From an optimization exercise on the open Yosys and OpenROAD flow, aimed at small area and a short achievable clock period; shortcuts taken in it are not production practice.
Only simulation tests tie the RTL to the original design; equivalence was not proved.
Power and IR drop assume default switching activity.

--- design.v ---
module dff (din, clk, q, se, si, so);
parameter SIZE = 1;
input	[SIZE-1:0]	din ;	 
input			clk ;	 
output	[SIZE-1:0]	q ;	 
input			se ;	 
input	[SIZE-1:0]	si ;	 
output	[SIZE-1:0]	so ;	 
reg 	[SIZE-1:0]	q ;
always @ (posedge clk)
	q[SIZE-1:0]  <= (se) ? si[SIZE-1:0]  : din[SIZE-1:0] ;
assign so[SIZE-1:0] = q[SIZE-1:0] ;
endmodule  
module mux4ds (dout, in0, in1, in2, in3, sel0, sel1, sel2, sel3) ;
parameter SIZE = 1;
output 	[SIZE-1:0] 	dout;
input	[SIZE-1:0]	in0;
input	[SIZE-1:0]	in1;
input	[SIZE-1:0]	in2;
input	[SIZE-1:0]	in3;
input			sel0;
input			sel1;
input			sel2;
input			sel3;
reg	[SIZE-1:0]	dout ;
wire [3:0] sel = {sel3,sel2,sel1,sel0};  
always @ (sel0 or sel1 or sel2 or sel3 or in0 or in1 or in2 or in3)
	case ({sel3,sel2,sel1,sel0}) 
		4'b0001 : dout = in0 ;
		4'b0010 : dout = in1 ;
		4'b0100 : dout = in2 ;
		4'b1000 : dout = in3 ;
		4'b0000 : dout = {SIZE{1'bx}} ;
		4'b0011 : dout = {SIZE{1'bx}} ;
		4'b0101 : dout = {SIZE{1'bx}} ;
		4'b0110 : dout = {SIZE{1'bx}} ;
		4'b0111 : dout = {SIZE{1'bx}} ;
		4'b1001 : dout = {SIZE{1'bx}} ;
		4'b1010 : dout = {SIZE{1'bx}} ;
		4'b1011 : dout = {SIZE{1'bx}} ;
		4'b1100 : dout = {SIZE{1'bx}} ;
		4'b1101 : dout = {SIZE{1'bx}} ;
		4'b1110 : dout = {SIZE{1'bx}} ;
		4'b1111 : dout = {SIZE{1'bx}} ;
		default : dout = {SIZE{1'bx}};
	endcase
endmodule  
module dp_mux2es (dout, in0, in1, sel) ;
parameter SIZE = 1;
output 	[SIZE-1:0] 	dout;
input	[SIZE-1:0]	in0;
input	[SIZE-1:0]	in1;
input			sel;
reg	[SIZE-1:0]	dout ;
always @ (sel or in0 or in1)
 begin
	   case (sel)
	     1'b1: dout = in1 ; 
	     1'b0: dout = in0;
	     default: 
         begin
            if (in0 == in1) begin
               dout = in0;
            end
            else
              dout = {SIZE{1'bx}};
         end
	   endcase  
 end
endmodule  
module dp_buffer(dout, in);
parameter SIZE = 1;
output 	[SIZE-1:0] 	dout;
input	[SIZE-1:0]	in;
assign dout = in;
endmodule  
module sparc_exu_aluor32
  ( 
   out, 
   in
   );
   input [31:0] in;          
   output       out;        
   wire         nor1_1;
   wire         nor1_2;
   wire         nor1_3;
   wire         nor1_4;
   wire         nor1_5;
   wire         nor1_6;
   wire         nor1_7;
   wire         nor1_8;
   wire         nor1_9;
   wire         nor1_10;
   wire         nor1_11;
   wire         nor1_12;
   wire         nor1_13;
   wire         nor1_14;
   wire         nor1_15;
   wire         nor1_16;
   wire         nand2_1;
   wire         nand2_2;
   wire         nand2_3;
   wire         nand2_4;
   wire         inv3_1;
   wire         inv3_2;
   wire         inv3_3;
   wire         inv3_4;
   assign       nor1_1 = ~(in[1] | in[0]);
   assign       nor1_2 = ~(in[3] | in[2]);
   assign       nor1_3 = ~(in[5] | in[4]);
   assign       nor1_4 = ~(in[7] | in[6]);
   assign       nor1_5 = ~(in[9] | in[8]);
   assign       nor1_6 = ~(in[11] | in[10]);
   assign       nor1_7 = ~(in[13] | in[12]);
   assign       nor1_8 = ~(in[15] | in[14]);
   assign       nor1_9 = ~(in[17] | in[16]);
   assign       nor1_10 = ~(in[19] | in[18]);
   assign       nor1_11 = ~(in[21] | in[20]);
   assign       nor1_12 = ~(in[23] | in[22]);
   assign       nor1_13 = ~(in[25] | in[24]);
   assign       nor1_14 = ~(in[27] | in[26]);
   assign       nor1_15 = ~(in[29] | in[28]);
   assign       nor1_16 = ~(in[31] | in[30]);
   assign       nand2_1 = ~(nor1_1 & nor1_2 & nor1_3 & nor1_4);
   assign       nand2_2 = ~(nor1_5 & nor1_6 & nor1_7 & nor1_8);
   assign       nand2_3 = ~(nor1_9 & nor1_10 & nor1_11 & nor1_12);
   assign       nand2_4 = ~(nor1_13 & nor1_14 & nor1_15 & nor1_16);
   assign       inv3_1 = ~nand2_1;
   assign       inv3_2 = ~nand2_2;
   assign       inv3_3 = ~nand2_3;
   assign       inv3_4 = ~nand2_4;
   assign       out = ~(inv3_1 & inv3_2 & inv3_3 & inv3_4);
endmodule  
module sparc_exu_aluadder64
  (
   rs1_data,
   rs2_data,
   cin,
   adder_out,
   cout32,
   cout64
   );
   input [63:0]  rs1_data;    
   input [63:0]  rs2_data;    
   input         cin;            
   output [63:0] adder_out;  
   output         cout32;          
   output         cout64;          
   assign      {cout32, adder_out[31:0]} = rs1_data[31:0]+rs2_data[31:0]+
                                           cin;
   assign      {cout64, adder_out[63:32]} = rs1_data[63:32] 
               + rs2_data[63:32] + cout32;
endmodule  
module sparc_exu_aluspr( 
   spr_out, nsleep_out,
   rs1_data, rs2_data, cin
   );
input [63:0] rs1_data;
input [63:0] rs2_data;
   input     cin;
output [63:0] spr_out;
output nsleep_out;  
wire [63:0] rs1_data_xor_rs2_data;
wire [62:0] rs1_data_or_rs2_data;
wire [63:0] shift_or;
assign rs1_data_xor_rs2_data[63:0] = rs1_data[63:0] ^ rs2_data[63:0];
assign rs1_data_or_rs2_data[62:0] = rs1_data[62:0] | rs2_data[62:0];
assign shift_or[63:0] = {rs1_data_or_rs2_data[62:0],cin};
assign spr_out[63:0] = rs1_data_xor_rs2_data[63:0] ^ shift_or[63:0];
endmodule   
module sparc_exu_aluspr_lo( 
   spr_out,
   rs1_data, rs2_data, cin
   );
input [63:0] rs1_data;
input [63:0] rs2_data;
   input     cin;
output [63:0] spr_out;
wire [63:0] rs1_data_xor_rs2_data;
wire [62:0] rs1_data_or_rs2_data;
wire [63:0] shift_or;
assign rs1_data_xor_rs2_data[63:0] = rs1_data[63:0] ^ rs2_data[63:0];
assign rs1_data_or_rs2_data[62:0] = rs1_data[62:0] | rs2_data[62:0];
assign shift_or[63:0] = {rs1_data_or_rs2_data[62:0],cin};
assign spr_out[63:0] = rs1_data_xor_rs2_data[63:0] ^ shift_or[63:0];
endmodule   
module sparc_exu_alu_16eql ( 
   equal, 
   in
   ) ;
   input [16:0] in;
   output       equal;
   wire [15:0]  inxor;
   wire [7:0]   nor1;
   wire [1:0]   nand2;
   assign inxor[0] = in[15] ^ in[14];
   assign inxor[1] = in[14] ^ in[13];
   assign inxor[2] = in[13] ^ in[12];
   assign inxor[3] = in[12] ^ in[11];
   assign inxor[4] = in[11] ^ in[10];
   assign inxor[5] = in[10] ^ in[9];
   assign inxor[6] = in[9] ^ in[8];
   assign inxor[7] = in[8] ^ in[7];
   assign inxor[8] = in[7] ^ in[6];
   assign inxor[9] = in[6] ^ in[5];
   assign inxor[10] = in[5] ^ in[4];
   assign inxor[11] = in[4] ^ in[3];
   assign inxor[12] = in[3] ^ in[2];
   assign inxor[13] = in[2] ^ in[1];
   assign inxor[14] = in[1] ^ in[0];
   assign inxor[15] = in[16] ^ in[15];
   assign nor1[0] = ~(inxor[15] | inxor[14]);
   assign       nor1[1] = ~(inxor[1] | inxor[0]);
   assign       nor1[2] = ~(inxor[3] | inxor[2]);
   assign       nor1[3] = ~(inxor[5] | inxor[4]);
   assign       nor1[4] = ~(inxor[7] | inxor[6]);
   assign       nor1[5] = ~(inxor[9] | inxor[8]);
   assign       nor1[6] = ~(inxor[11] | inxor[10]);
   assign       nor1[7] = ~(inxor[13] | inxor[12]);
   assign       nand2[0] = ~(nor1[1] & nor1[2] & nor1[3] & nor1[4]);
   assign       nand2[1] = ~(nor1[5] & nor1[6] & nor1[7] & nor1[0]);
   assign       equal = ~(nand2[1] | nand2[0]);
endmodule  
module sparc_exu_alulogic ( 
   logic_out, 
   rs1_data, rs2_data, isand, isor, isxor, pass_rs2_data, inv_logic, 
   ifu_exu_sethi_inst_e
   );
input [63:0] rs1_data;              
input [63:0] rs2_data;              
input isand;
input isor;
input isxor;
input pass_rs2_data;
input inv_logic;
   input ifu_exu_sethi_inst_e;        
output [63:0] logic_out;       
wire [63:0] rs1_data_bf1;                  
wire [63:0] rs2_data_bf1;                  
   wire [63:0] mov_data;
wire [63:0] result_and;               
wire [63:0] result_or;                
wire [63:0] result_xor;               
wire [63:0] rs2_xor_invert;            
   mux4ds #(64) logic_mux(.dout(logic_out[63:0]),
                        .in0(result_and[63:0]), 
                        .in1(result_or[63:0]),
                        .in2(result_xor[63:0]), 
                        .in3(mov_data[63:0]), 
                        .sel0(isand),
                        .sel1(isor), 
                        .sel2(isxor),
                        .sel3(pass_rs2_data));
dp_buffer #(64) rs1_data_buf(.dout(rs1_data_bf1[63:0]), .in(rs1_data[63:0]));
dp_buffer #(64) rs2_data_buf(.dout(rs2_data_bf1[63:0]), .in(rs2_data[63:0]));
  assign   mov_data[63:32] = rs2_data_bf1[63:32] & {32{~ifu_exu_sethi_inst_e}};
   dp_buffer #(32) rs2_data_buf2(.dout(mov_data[31:0]), .in(rs2_data_bf1[31:0]));
assign rs2_xor_invert[63:0] = rs2_data_bf1[63:0] ^ {64{inv_logic}};
assign result_and = rs1_data_bf1 & rs2_xor_invert;
assign result_or = rs1_data_bf1 | rs2_xor_invert;
assign result_xor = rs1_data_bf1 ^ rs2_xor_invert;
endmodule
module sparc_exu_aluzcmp64
  (
   in,
   zero64,
   zero32
   );
   input [63:0] in;          
   output zero64;                
   output zero32;                
   wire   low_nonzero;					 
   wire   high_nonzero;          
   sparc_exu_aluor32 lowcmp(.in(in[31:0]), .out(low_nonzero));
   sparc_exu_aluor32 highcmp(.in(in[63:32]), .out(high_nonzero));
   assign zero32 = ~low_nonzero;
   assign zero64 = ~(low_nonzero | high_nonzero);
endmodule  
module sparc_exu_aluaddsub
  ( 
   adder_out, spr_out, alu_ecl_cout64_e_l, alu_ecl_cout32_e, 
   alu_ecl_adderin2_63_e, alu_ecl_adderin2_31_e, 
   clk, byp_alu_rs1_data_e, byp_alu_rs2_data_e, ecl_alu_cin_e, 
   ifu_exu_invert_d, cen
   );
   input clk;
   input cen;
   input [63:0] byp_alu_rs1_data_e;    
   input [63:0]  byp_alu_rs2_data_e;    
   input         ecl_alu_cin_e;            
   input         ifu_exu_invert_d;      
   output [63:0] adder_out;  
   output [63:0] spr_out;    
   output         alu_ecl_cout64_e_l;
   output         alu_ecl_cout32_e;
   output       alu_ecl_adderin2_63_e;
   output       alu_ecl_adderin2_31_e;
   wire [63:0] spr_out_sw;    
   wire [63:0] spr_out_lo;    
   wire [63:0]  rs2_data;        
   wire [63:0]  rs1_data;        
   wire [63:0]  subtract_d;
   wire [63:0]  subtract_sw_e;
   wire [63:0]  subtract_lo_e;
   wire [63:0]  subtract_e;
   wire         cout64_e;
   wire [63:0]  data_out;
   reg  [63:0]  adder_pipe;
   assign       subtract_d[63:0] = {64{ifu_exu_invert_d}};
   dff #(64) sub_dff_sw(.din(subtract_d[63:0]), .clk(clk), .q(subtract_sw_e[63:0]), .se(1'b0),
                     .si(), .so());
   dff #(64) sub_dff_lo(.din(subtract_d[63:0]), .clk(clk), .q(subtract_lo_e[63:0]), .se(1'b0),
                     .si(), .so());
   assign       subtract_e[63:0] = subtract_sw_e[63:0] & subtract_lo_e[63:0];
   assign       rs1_data[63:0] = byp_alu_rs1_data_e[63:0];
   assign       rs2_data[63:0] = byp_alu_rs2_data_e[63:0] ^ subtract_e[63:0];
   assign      alu_ecl_adderin2_63_e = rs2_data[63];
   assign      alu_ecl_adderin2_31_e = rs2_data[31];
   sparc_exu_aluadder64 adder(.rs1_data(rs1_data[63:0]), .rs2_data(rs2_data[63:0]),
                              .cin(ecl_alu_cin_e), .adder_out(data_out[63:0]),
                              .cout32(alu_ecl_cout32_e), .cout64(cout64_e));
   assign      alu_ecl_cout64_e_l = ~cout64_e;
   sparc_exu_aluspr spr_sw(.rs1_data(rs1_data[63:0]), .rs2_data(rs2_data[63:0]), .cin(ecl_alu_cin_e),
                        .spr_out(spr_out_sw[63:0]), .nsleep_out());
   sparc_exu_aluspr_lo spr_lo(.rs1_data(rs1_data[63:0]), .rs2_data(rs2_data[63:0]), .cin(ecl_alu_cin_e),
                        .spr_out(spr_out_lo[63:0]));
   assign       spr_out[63:0] = spr_out_sw[63:0] & spr_out_lo[63:0];
   assign adder_out = adder_pipe;
   always @(posedge clk) begin
      if (cen == 1)
         adder_pipe <= data_out;
      else
         adder_pipe <= adder_pipe;
   end
endmodule  
module sparc_exu_alu
(
   alu_byp_rd_data_e, exu_ifu_brpc_e, exu_lsu_ldst_va_e, 
   exu_lsu_early_va_e, exu_mmu_early_va_e, alu_ecl_add_n64_e, 
   alu_ecl_add_n32_e, alu_ecl_log_n64_e, alu_ecl_log_n32_e, 
   alu_ecl_zhigh_e, alu_ecl_zlow_e, exu_ifu_regz_e,
   alu_ecl_adderin2_63_e, alu_ecl_adderin2_31_e, 
   alu_ecl_adder_out_63_e, alu_ecl_cout32_e, alu_ecl_cout64_e_l, 
   alu_ecl_mem_addr_invalid_e_l,
   cen, rclk, byp_alu_rs1_data_e, byp_alu_rs2_data_e_l, 
   byp_alu_rs3_data_e, byp_alu_rcc_data_e, ecl_alu_cin_e, 
   ifu_exu_invert_d, ecl_alu_log_sel_and_e, ecl_alu_log_sel_or_e, 
   ecl_alu_log_sel_xor_e, ecl_alu_log_sel_move_e, 
   ecl_alu_out_sel_sum_e_l, ecl_alu_out_sel_rs3_e_l, 
   ecl_alu_out_sel_shift_e_l, ecl_alu_out_sel_logic_e_l, 
   shft_alu_shift_out_e, ecl_alu_sethi_inst_e, ifu_lsu_casa_e
   );
   input cen;
   input rclk;
   input [63:0] byp_alu_rs1_data_e;    
   input [63:0] byp_alu_rs2_data_e_l;   
   input [63:0] byp_alu_rs3_data_e;   
   input [63:0] byp_alu_rcc_data_e;   
   input        ecl_alu_cin_e;             
   input        ifu_exu_invert_d;
   input  ecl_alu_log_sel_and_e; 
   input  ecl_alu_log_sel_or_e; 
   input  ecl_alu_log_sel_xor_e; 
   input  ecl_alu_log_sel_move_e;
   input  ecl_alu_out_sel_sum_e_l; 
   input  ecl_alu_out_sel_rs3_e_l; 
   input  ecl_alu_out_sel_shift_e_l; 
   input  ecl_alu_out_sel_logic_e_l;
   input [63:0] shft_alu_shift_out_e; 
   input        ecl_alu_sethi_inst_e;
   input        ifu_lsu_casa_e;
   output [63:0] alu_byp_rd_data_e;           
   output [47:0] exu_ifu_brpc_e; 
   output [47:0] exu_lsu_ldst_va_e;  
   output [10:3] exu_lsu_early_va_e;  
   output [7:0]  exu_mmu_early_va_e;
   output        alu_ecl_add_n64_e;
   output        alu_ecl_add_n32_e;
   output        alu_ecl_log_n64_e;
   output        alu_ecl_log_n32_e;
   output        alu_ecl_zhigh_e;
   output        alu_ecl_zlow_e;
   output    exu_ifu_regz_e;               
   output    alu_ecl_adderin2_63_e;
   output    alu_ecl_adderin2_31_e;
   output    alu_ecl_adder_out_63_e;
   output    alu_ecl_cout32_e;        
   output    alu_ecl_cout64_e_l;        
   output    alu_ecl_mem_addr_invalid_e_l; 
   wire         clk;
   wire [63:0] logic_out;        
   wire [63:0] adder_out;        
   wire [63:0] spr_out;          
   wire [63:0] zcomp_in;         
   wire [63:0] va_e;             
   wire [63:0] byp_alu_rs2_data_e;
   wire        invert_e;
   wire        ecl_alu_out_sel_sum_e;
   wire        ecl_alu_out_sel_rs3_e;
   wire        ecl_alu_out_sel_shift_e;
   wire        ecl_alu_out_sel_logic_e;
   assign      clk = rclk;
   assign      byp_alu_rs2_data_e[63:0] = ~byp_alu_rs2_data_e_l[63:0];
   assign      ecl_alu_out_sel_sum_e = ~ecl_alu_out_sel_sum_e_l;
   assign      ecl_alu_out_sel_rs3_e = ~ecl_alu_out_sel_rs3_e_l;
   assign      ecl_alu_out_sel_shift_e = ~ecl_alu_out_sel_shift_e_l;
   assign      ecl_alu_out_sel_logic_e = ~ecl_alu_out_sel_logic_e_l;
   sparc_exu_aluzcmp64 regzcmp(.in(byp_alu_rcc_data_e[63:0]), .zero64(exu_ifu_regz_e));
   dp_mux2es #(64)  lsu_va_mux(.dout(va_e[63:0]),
                               .in0(adder_out[63:0]),
                               .in1(byp_alu_rs1_data_e[63:0]),
                               .sel(ifu_lsu_casa_e));
   assign     exu_lsu_ldst_va_e[47:0] = va_e[47:0];
   assign     exu_lsu_early_va_e[10:3] = adder_out[10:3];
   assign     exu_mmu_early_va_e[7:0] = adder_out[7:0];
   assign     exu_ifu_brpc_e[47:0] = adder_out[47:0];
   assign     alu_ecl_adder_out_63_e = adder_out[63];
   sparc_exu_aluaddsub addsub(.adder_out(adder_out[63:0]),
                              .spr_out  (spr_out[63:0]),
                              .alu_ecl_cout64_e_l(alu_ecl_cout64_e_l),
                              .alu_ecl_cout32_e(alu_ecl_cout32_e),
                              .alu_ecl_adderin2_63_e(alu_ecl_adderin2_63_e),
                              .alu_ecl_adderin2_31_e(alu_ecl_adderin2_31_e),
                              .clk      (rclk),
                              .cen      (cen),
                              .byp_alu_rs1_data_e(byp_alu_rs1_data_e[63:0]),
                              .byp_alu_rs2_data_e(byp_alu_rs2_data_e[63:0]),
                              .ecl_alu_cin_e(ecl_alu_cin_e),
                              .ifu_exu_invert_d(ifu_exu_invert_d));
   dff invert_d2e(.din(ifu_exu_invert_d), .clk(clk), .q(invert_e), .se(1'b0), .si(), .so());
   sparc_exu_alulogic logic_blk(.rs1_data(byp_alu_rs1_data_e[63:0]),
                            .rs2_data(byp_alu_rs2_data_e[63:0]),
                            .isand(ecl_alu_log_sel_and_e),
                            .isor(ecl_alu_log_sel_or_e),
                            .isxor(ecl_alu_log_sel_xor_e),
                            .pass_rs2_data(ecl_alu_log_sel_move_e),
                            .inv_logic(invert_e), .logic_out(logic_out[63:0]),
                            .ifu_exu_sethi_inst_e(ecl_alu_sethi_inst_e));
   dp_mux2es #(64)  zcompmux(.dout(zcomp_in[63:0]),
                           .in0(logic_out[63:0]),
                           .in1(spr_out[63:0]),
                           .sel(ecl_alu_out_sel_sum_e));
   assign        alu_ecl_zlow_e = ~(|zcomp_in[31:0]);
   assign        alu_ecl_zhigh_e = ~(|zcomp_in[63:32]);
   assign   alu_ecl_add_n64_e = adder_out[63];
   assign   alu_ecl_add_n32_e = adder_out[31];
   assign   alu_ecl_log_n64_e = logic_out[63];
   assign   alu_ecl_log_n32_e = logic_out[31];
   mux4ds #(64) output_mux(.dout(alu_byp_rd_data_e[63:0]), 
                         .in0(adder_out[63:0]),
                         .in1(byp_alu_rs3_data_e[63:0]),
                         .in2(shft_alu_shift_out_e[63:0]),
                         .in3(logic_out[63:0]), 
                         .sel0(ecl_alu_out_sel_sum_e),
                         .sel1(ecl_alu_out_sel_rs3_e),
                         .sel2(ecl_alu_out_sel_shift_e),
                         .sel3(ecl_alu_out_sel_logic_e));
   sparc_exu_alu_16eql chk_mem_addr(.equal(alu_ecl_mem_addr_invalid_e_l),
                                    .in(va_e[63:47]));
endmodule   
--- run.sh ---
#!/bin/bash
# synth_recipe.tcl (not shown) runs the flow's synth.tcl, then flattens the netlist and writes it again
# the make line also repeats each setting of config.mk as NAME=value (left out here)
make -C /OpenROAD-flow-scripts/flow DESIGN_CONFIG=/design/flow/config.mk WORK_HOME=/design/flow/orfs CLKGATE_MAP_FILE= SYNTH_SCRIPT=/design/flow/synth_recipe.tcl finish
--- config.mk ---
export PLATFORM = sky130hd
export DESIGN_NAME = sparc_exu_alu
export DESIGN_NICKNAME = sparc_exu_alu
export VERILOG_FILES = /design/flow/design.v
export SDC_FILE = /design/flow/constraint.sdc
export NUM_CORES = 4
export LEC_CHECK = 0
export CAP_MARGIN = 20
export CORE_MARGIN = 2
export CORE_UTILIZATION = 40
export SLEW_MARGIN = 20
--- constraint.sdc ---
create_clock -name core_clock -period 9.0 [get_ports {rclk}]
set_input_delay 1.8000 -clock core_clock [delete_from_list [all_inputs] [get_ports {rclk}]]
set_output_delay 1.8000 -clock core_clock [all_outputs]
set_load 0.01 [all_outputs]
==> results_dict.tcl, run 1 <==
set metrics [dict create \
    outcome "finished clean" \
    track_usage_pct 33.7 \
    p_leak_nw 7.06 \
    maxCapViolations 0 \
    crit_arrival_ps 6840 \
    synth_top_family_by_area "compound AO/OA/AOI/OAI gates" \
    r2r_end "addsub.adder_pipe[61]$_DFFE_PP_" \
    p_comb_share_pct 62.6 \
    r2r_start "invert_d2e.q$_DFF_P_" \
    syn-cell-area_um2 11700 \
    place_inst 2255 \
    synthesis.nets 1928 \
    power_density_nw_per_um2 128 \
    syn_inst 1463 \
    min_from "invert_d2e.q$_DFF_P_" \
    pwr-share-seq_pct 22.2 \
    critPathRequiredTime_ps 7200 \
    clkTransAtPathRegs_ps 60 \
    clockPowerShare_pct 15.2 \
    die_area_um2 30700 \
    die_y_um 175 \
    cts_hold_buf 0 \
    final_cell_mix "clkdlybuf4s50_1 (519), inv_1 (141), ha_1 (128)" \
    avgSynthCellArea_um2 8.02 \
    synth_compound_area_share_pct 26.0 \
    synth-xor-area-share_pct 13.1 \
    grt_max_degree 66 \
    ys_warn_count 5 \
    end_kind "output port" \
    finalCritPeriodShare_pct 96.0 \
    rows 62 \
    fin_skew_ps 6.50 \
    ys_seq_area_share_pct 16.5 \
    fin_setup_tns_ps 0 \
    place_area_um2 17000 \
    yosys.area_share.adder_pct 14.2 \
    fillers 2664 \
    yosys.area_share.simple_pct 13.0 \
    ys_seq_elements 65 \
    fin_cells 2279 \
    max_stage_delay_ps 450 \
    cts_sinks 65 \
    wl_per_cell_um 23.7 \
    relSlewSlack_pct 31.0 \
    crit_chain "clkdlybuf4s50_1 > xnor2_1 > inv_1 > fa_2 > fa_1 > nor2b_1 > o31a_1 > o31ai_4 > o41ai_4 > o41ai_4 > nor3_2 > o32ai_2 > o21ai_2 > fa_1 > a211o_1 > a211o_1 > nand3_2 > a21oi_1 > a21o_1 > a41o_1 > o21a_1 > nor2_1 > dlymetal6s2s_1" \
    ff2ff_setup_slack_ps 3470 \
    rsz0062_at_grt "no" \
    holdPathStages 4 \
    fin_crit_ps 8640 \
    vias 13300 \
    finalSetupViolCount 0 \
    final_common_cell "clkdlybuf4s50_1" \
    root_buffer "clkbuf_16" \
    core_area_um2 28800 \
    antenna_found_initial 5 \
    overflow 0 \
    clock_latency_ps 350 \
    fin_area_um2 17300 \
    h-tree-depth 3 \
    critical_path.slowest_cell "clkdlybuf4s50_1" \
    synth_cell_types 70 \
    whs_endpoint "addsub.adder_pipe[1]$_DFFE_PP_" \
    yosys_most_used_dff "edfxtp_1" \
    cts_buffers 9 \
    place_hpwl_um 42500 \
    p_sw_uw 893 \
    pin_count 523 \
    drcViolationCount 0 \
    initial_core_util_pct 40.8 \
    hp-class "reg -> reg" \
    power.internal_mw 1.32 \
    start_kind "primary input" \
    tightest_slew_ps 1030 \
    reg2reg_depth 22 \
    drive_gt1_share_pct 7.51 \
    dr.pass1.iters 7 \
    final_util_pct 60.2 \
    via_per_inst 5.85 \
    wl_um 54000 \
    critPathKind "in -> out" \
    hold_slack_ps 1140 \
    portBuffers 522 \
    irDropWorstVdd_mv 0.0930 \
    fmax_ghz 0.116 \
    final_nets 2350 \
    synthMuxAreaShare_pct 4.93 \
    cts_tree "yes" \
    p_sw_share_pct 40.4 \
    grt_pass1_wl_um 80000 \
    dr.first_iter.drc_count 1108 \
    synth_edf_count 64 \
    grt_pass1_vias 13500 \
    syn2layout_area_growth_pct 47.5 \
    clk_path_buf_depth 2 \
    drv_slew 0 \
    cp_max_fo 3 \
    synthArstFlopShare_pct 0 \
    die_w_um 175 \
    drtAntennaViolNets 0 \
    finalHoldViolCount 0 \
    routabilityCongestion 0.924 \
]
-- cell families after synthesis --
| kind of cell | after synthesis |
|---|---|
| flip-flops | 65 |
| AND/OR/NAND/NOR | 305 |
| XOR/XNOR | 175 |
| AO/OA/AOI/OAI | 421 |
| adder cells (fa/ha/maj) | 131 |
| multiplexers | 52 |
| buffers and inverters | 314 |
-- layer usage --
metal	track usage (%)	wire length, um	vias up
met5	0	26	-
met4	10.6	1300	4
met3	5.48	4110	71
met2	58.6	26500	638
met1	42.5	22000	6430
li1	-	-	6191
-- state kept, by name, summed over array words and instances, names as in the netlist --
signal,flops
addsub.adder_pipe,64
invert_d2e.q,1
-- through the flow --
stage                     worst slack [ps]  power, mW
final                                  356       2.21
after global routing                  71.6       2.33
after CTS                             16.8       2.21
after detailed placement              -190       1.85
after global placement                -139       1.85
after floorplan                       1070       1.22
-- area by class of cell --
class	instances	area, um2	area share [%]
clock buffers	11	233	1.34
inverters	141	529	3.06
repair buffers	584	5700	32.9
diodes	5	12.5	0.0722
clock inverters	5	22.5	0.130
flip-flops and latches	65	1950	11.2
well taps	384	480	2.77
multi-input cells	1084	8400	48.5
-- power by group through the flow --
stage          clock (mW)  sequential, mW  combinational, mW
2_1_floorplan           0           0.456              0.763
3_3_place_gp            0           0.496               1.35
3_5_place_dp            0           0.493               1.36
4_1_cts             0.339           0.490               1.38
5_1_grt             0.349           0.496               1.48
6_report            0.337           0.491               1.38
-- cells in the mapped netlist, types with 5 or more instances --
master / n / share of area (%)
nand2b_1: 7 / 0.37
a221oi_1: 39 / 2.9
o211ai_1: 7 / 0.45
clkbuf_1: 79 / 2.5
o221ai_1: 28 / 2.1
xnor2_1: 103 / 7.7
nand2_1: 53 / 1.7
a21boi_0: 5 / 0.32
a22oi_1: 7 / 0.45
nor3_1: 21 / 0.90
a31oi_1: 7 / 0.37
nand3_1: 19 / 0.81
a211oi_1: 8 / 0.51
a221o_1: 14 / 1.2
buf_1: 9 / 0.29
a21oi_1: 96 / 4.1
edfxtp_1: 64 / 16
nand4_1: 31 / 1.7
ha_1: 128 / 14
a21o_1: 23 / 1.5
inv_1: 141 / 4.5
xor2_1: 72 / 5.4
a211o_1: 5 / 0.37
mux2_2: 47 / 4.5
mux2i_1: 5 / 0.43
o22ai_1: 37 / 2.0
buf_4: 66 / 4.2
a222oi_1: 42 / 3.6
nor4_1: 36 / 1.9
buf_2: 19 / 0.81
o21a_1: 18 / 1.2
nor2_1: 96 / 3.1
o21ai_0: 53 / 2.3
nor2b_1: 12 / 0.64
and3_1: 5 / 0.27
-- critical path, delay by kind of cell --
kind                       cells  cell delay [ps]
buffers and inverters          3              730
xor gates and xnor gates       1              160
and+or+nand+nor                4              370
AOI/OAI and AO/OA             12             2940
adders and majority gates      3              860
-- repair_timing --
action / in CTS / in global routing
buffers inserted: 2 / 1
hold endpoints to repair: 0 / 0
pin swaps: 3 / 2
setup endpoints to repair: 1 / 1
gates resized for setup: 4 / 1
-- how the worst max path moves through the flow --
stage                                  from            endpoint  slack, ps  cells past startpoint
floorplan           byp_alu_rs2_data_e_l[2]  alu_ecl_cout64_e_l       1070                     20
global placement    byp_alu_rs2_data_e_l[0]  alu_ecl_cout64_e_l       -140                     23
detailed placement  byp_alu_rs2_data_e_l[0]  alu_ecl_cout64_e_l       -190                     23
CTS                 byp_alu_rs2_data_e_l[0]  alu_ecl_cout64_e_l         20                     23
global route        byp_alu_rs2_data_e_l[0]  alu_ecl_cout64_e_l         70                     23
finish              byp_alu_rs2_data_e_l[0]  alu_ecl_cout64_e_l        360                     23
==> inputs of run 2 (changes only) <==
==> flow/run.sh (new file) <==
#!/bin/bash
set -euo pipefail
export BUFFER_PORTS_ARGS="-buffer_cell sky130_fd_sc_hd__buf_1"
bash standard.sh finish > standard_flow.log 2>&1
==> standard.sh (new file) <==
#!/bin/bash
# synth_recipe.tcl (not shown) runs the flow's synth.tcl, then flattens the netlist and writes it again
# the make line also repeats each setting of config.mk as NAME=value (left out here)
make -C /OpenROAD-flow-scripts/flow DESIGN_CONFIG=/design/flow/config.mk WORK_HOME=/design/flow/orfs CLKGATE_MAP_FILE= SYNTH_SCRIPT=/design/flow/synth_recipe.tcl "${@:-finish}"
removed: run.sh
==> results_dict.tcl, run 2 <==
set metrics [dict create \
    syn2layout_area_growth_pct 17.1 \
    pin_count 523 \
    synth-xor-area-share_pct 13.1 \
    dr.first_iter.drc_count 1358 \
    core_area_um2 28800 \
    ys_seq_area_share_pct 16.5 \
    synth_edf_count 64 \
    tightest_slew_ps 1080 \
    syn-cell-area_um2 11700 \
    synth_commonest_cells "inv_1 (141), ha_1 (128), xnor2_1 (103)" \
    synthArstFlopShare_pct 0 \
    clock_latency_ps 350 \
    yosys_most_used_dff "edfxtp_1" \
    relSlewSlack_pct 28.2 \
    routabilityCongestion 0.904 \
    cts_hold_buf 0 \
    irDropWorstVdd_mv 0.0732 \
    ys_seq_elements 65 \
    critPathKind "in -> out" \
    fin_crit_ps 8620 \
    synthesis.nets 1928 \
    fin_skew_ps 9.95 \
    syn_inst 1463 \
    vias 13200 \
    yosysMostFrequentCell "inv_1" \
    cts_tree "yes" \
    finalSetupViolCount 0 \
    largest_register_ff_count 64 \
    dr.pass1.iters 9 \
    place_hpwl_um 38900 \
    crit_arrival_ps 6820 \
    wl_per_cell_um 22.4 \
    synth.area.top_cells "edfxtp_1 (16%), ha_1 (14%), xnor2_1 (7.7%)" \
    cts_buffers 9 \
    grt_pass1_vias 12800 \
    top_regs "addsub.adder_pipe: 64 flops, invert_d2e.q: 1 flops" \
    finalCritPeriodShare_pct 95.8 \
    die_w_um 175 \
    ys_warn_count 5 \
    hp-class "reg -> reg" \
    place_ws_ps 223 \
    finalHoldViolCount 0 \
    initial_core_util_pct 40.8 \
    fin_setup_tns_ps 0 \
    grt_pass1_wl_um 74100 \
    portBuffers 522 \
    min_from "invert_d2e.q$_DFF_P_" \
    final_nets 2310 \
    drcViolationCount 0 \
    drive_gt1_share_pct 5.51 \
    rows 62 \
    synth_top_area_share_pct 16.4 \
    start_kind "primary input" \
    wl_um 50000 \
    yosys.area_share.simple_pct 13.0 \
    final_cell_mix "buf_1 (520), inv_1 (141), ha_1 (128)" \
    track_usage_pct 31.2 \
    clkTransAtPathRegs_ps 60 \
    worst_slack_ps 377 \
    overflow 0 \
    synth_compound_area_share_pct 26.0 \
    cp_max_fo 4 \
    r2r_start "invert_d2e.q$_DFF_P_" \
    grt_max_degree 66 \
    h-tree-depth 3 \
    final_util_pct 47.8 \
    synth_top_cell_by_area "edfxtp_1" \
    outcome "finished clean" \
    root_buffer "clkbuf_16" \
    yosys.area_share.adder_pct 14.2 \
    die_y_um 175 \
    power_density_nw_per_um2 139 \
    critPathRequiredTime_ps 7200 \
    crit_start "byp_alu_rs2_data_e_l[0]" \
    end_kind "output port" \
    fmax_ghz 0.116 \
    cts_sinks 65 \
    drtAntennaViolNets 0 \
    rsz0062_at_grt "no" \
    via_per_inst 5.92 \
    die_area_um2 30700 \
    fillers 2952 \
    avgSynthCellArea_um2 8.02 \
    hold_slack_ps 1150 \
    clk_path_buf_depth 2 \
    antenna_found_initial 4 \
    maxCapViolations 0 \
    p_leak_nw 5.44 \
    final_common_cell "buf_1" \
    synth_top_family_by_area "compound AO/OA/AOI/OAI gates" \
    top_register "addsub.adder_pipe" \
    synthMuxAreaShare_pct 4.93 \
    synth_cell_types 70 \
    drv_slew 0 \
]
==> run 2: cell counts after synthesis <==
No cell type changed its count.
==> run 2: layout make-up <==
class	count	area (um2)	area share (%)
Timing Repair Buffer	544	2130	15.5
Sequential cell	65	1950	14.2
Clock inverter	5	46.3	0.337
Tap cell	384	480	3.49
Antenna cell	2	5.00	0.0364
Multi-Input combinational cell	1084	8380	61.0
Clock buffer	11	233	1.69
Inverter	141	529	3.85
==> run 2: logic make-up (layout without fill, tap and decap cells) <==
family	count (synthesis)	after routing
buffers and inverters	314	701
muxes	52	52
adders and majority gates	131	131
DFF	65	65
AOI/OAI and AO/OA	421	421
xor gates and xnor gates	175	175
other	0	2
and+or+nand+nor	305	305
==> run 2: where the power goes <==
group | switching [mW] | total [mW] | internal [mW]
logic | 0.645 | 1.06 | 0.418
clock network | 0.152 | 0.365 | 0.212
registers | 0.0688 | 0.488 | 0.419
total | 0.866 | 1.92 | 1.05
==> run 2: worst max-delay path, stage by stage <==
cell	delay [ps]
buf_1	100
xnor2_1	150
inv_1	110
fa_1	260
fa_1	230
nor2b_1	70
o31a_1	300
o31ai_4	380
o41ai_2	160
o41ai_4	340
nor3_2	120
o32ai_2	270
o21ai_2	140
fa_1	460
a211o_1	320
a211o_1	300
nand3_1	200
a21oi_1	130
a21o_1	240
a41o_1	290
o21a_1	200
nor2_1	100
buf_1	160
==> run 2: timing repair <==
| item | 4_1_cts | 5_1_grt |
|---|---|---|
| setup buffers | 0 | 1 |
| setup endpoints to repair | 0 | 1 |
| resized for setup | 0 | 1 |
==> run 2: through the flow <==
step	std cells	area [um2]	total power [mW]
6_report	2236	13700	1.92
5_1_grt	2235	13700	2.04
4_1_cts	2233	13700	1.91
3_5_place_dp	2217	13500	1.54
3_3_place_gp	2217	13500	1.54
2_1_floorplan	1463	11700	1.22
==> run 2: final timing paths <==
check,endpoint,slack [ps],cells past startpoint
min reg2reg,addsub.adder_pipe[32]$_DFFE_PP_,1150,2
max,alu_ecl_cout64_e_l,380,23
min,addsub.adder_pipe[32]$_DFFE_PP_,1150,2
max reg2reg,addsub.adder_pipe[61]$_DFFE_PP_,3070,21
==> run 2: layer usage <==
metal,vias to the layer above,track usage (%),part of all wire [%]
met5,-,0,0.042
met4,4,13.5,4.2
met3,113,4.50,7.3
met2,683,51.1,46
met1,6325,41.0,42
li1,6112,-,-

==> what the ideal ports hide <==
How much do the figures lean on ideal ports? The routed layouts below were timed once more, with nothing changed but the port constraints. Step 1 assumes that a clkbuf_16 drives the clock port and a buf_2 every other input. Step 2 moves the port delays by t, midway between the first and last clock arrival at a register: inputs arrive t later, outputs are due t later. That takes back most of the time a late clock gives input paths. Three values: no drivers, after step 1, after step 2; two values: the first two.
run | t (ns) | slack for setup (ns) | worst setup path at the end | slew at the worst register clock pin (ns)
run 1 | 0.399 | 0.356 / 0.292 / 0.292 | input to output | 0.06 / 0.06
run 2 | 0.392 | 0.377 / 0.269 / 0.269 | input to output | 0.07 / 0.07
After both steps every run listed still meets setup and hold. For run 2, which loses most, drivers alone change the setup slack by -0.108 ns; drivers and shift together by -0.108 ns.
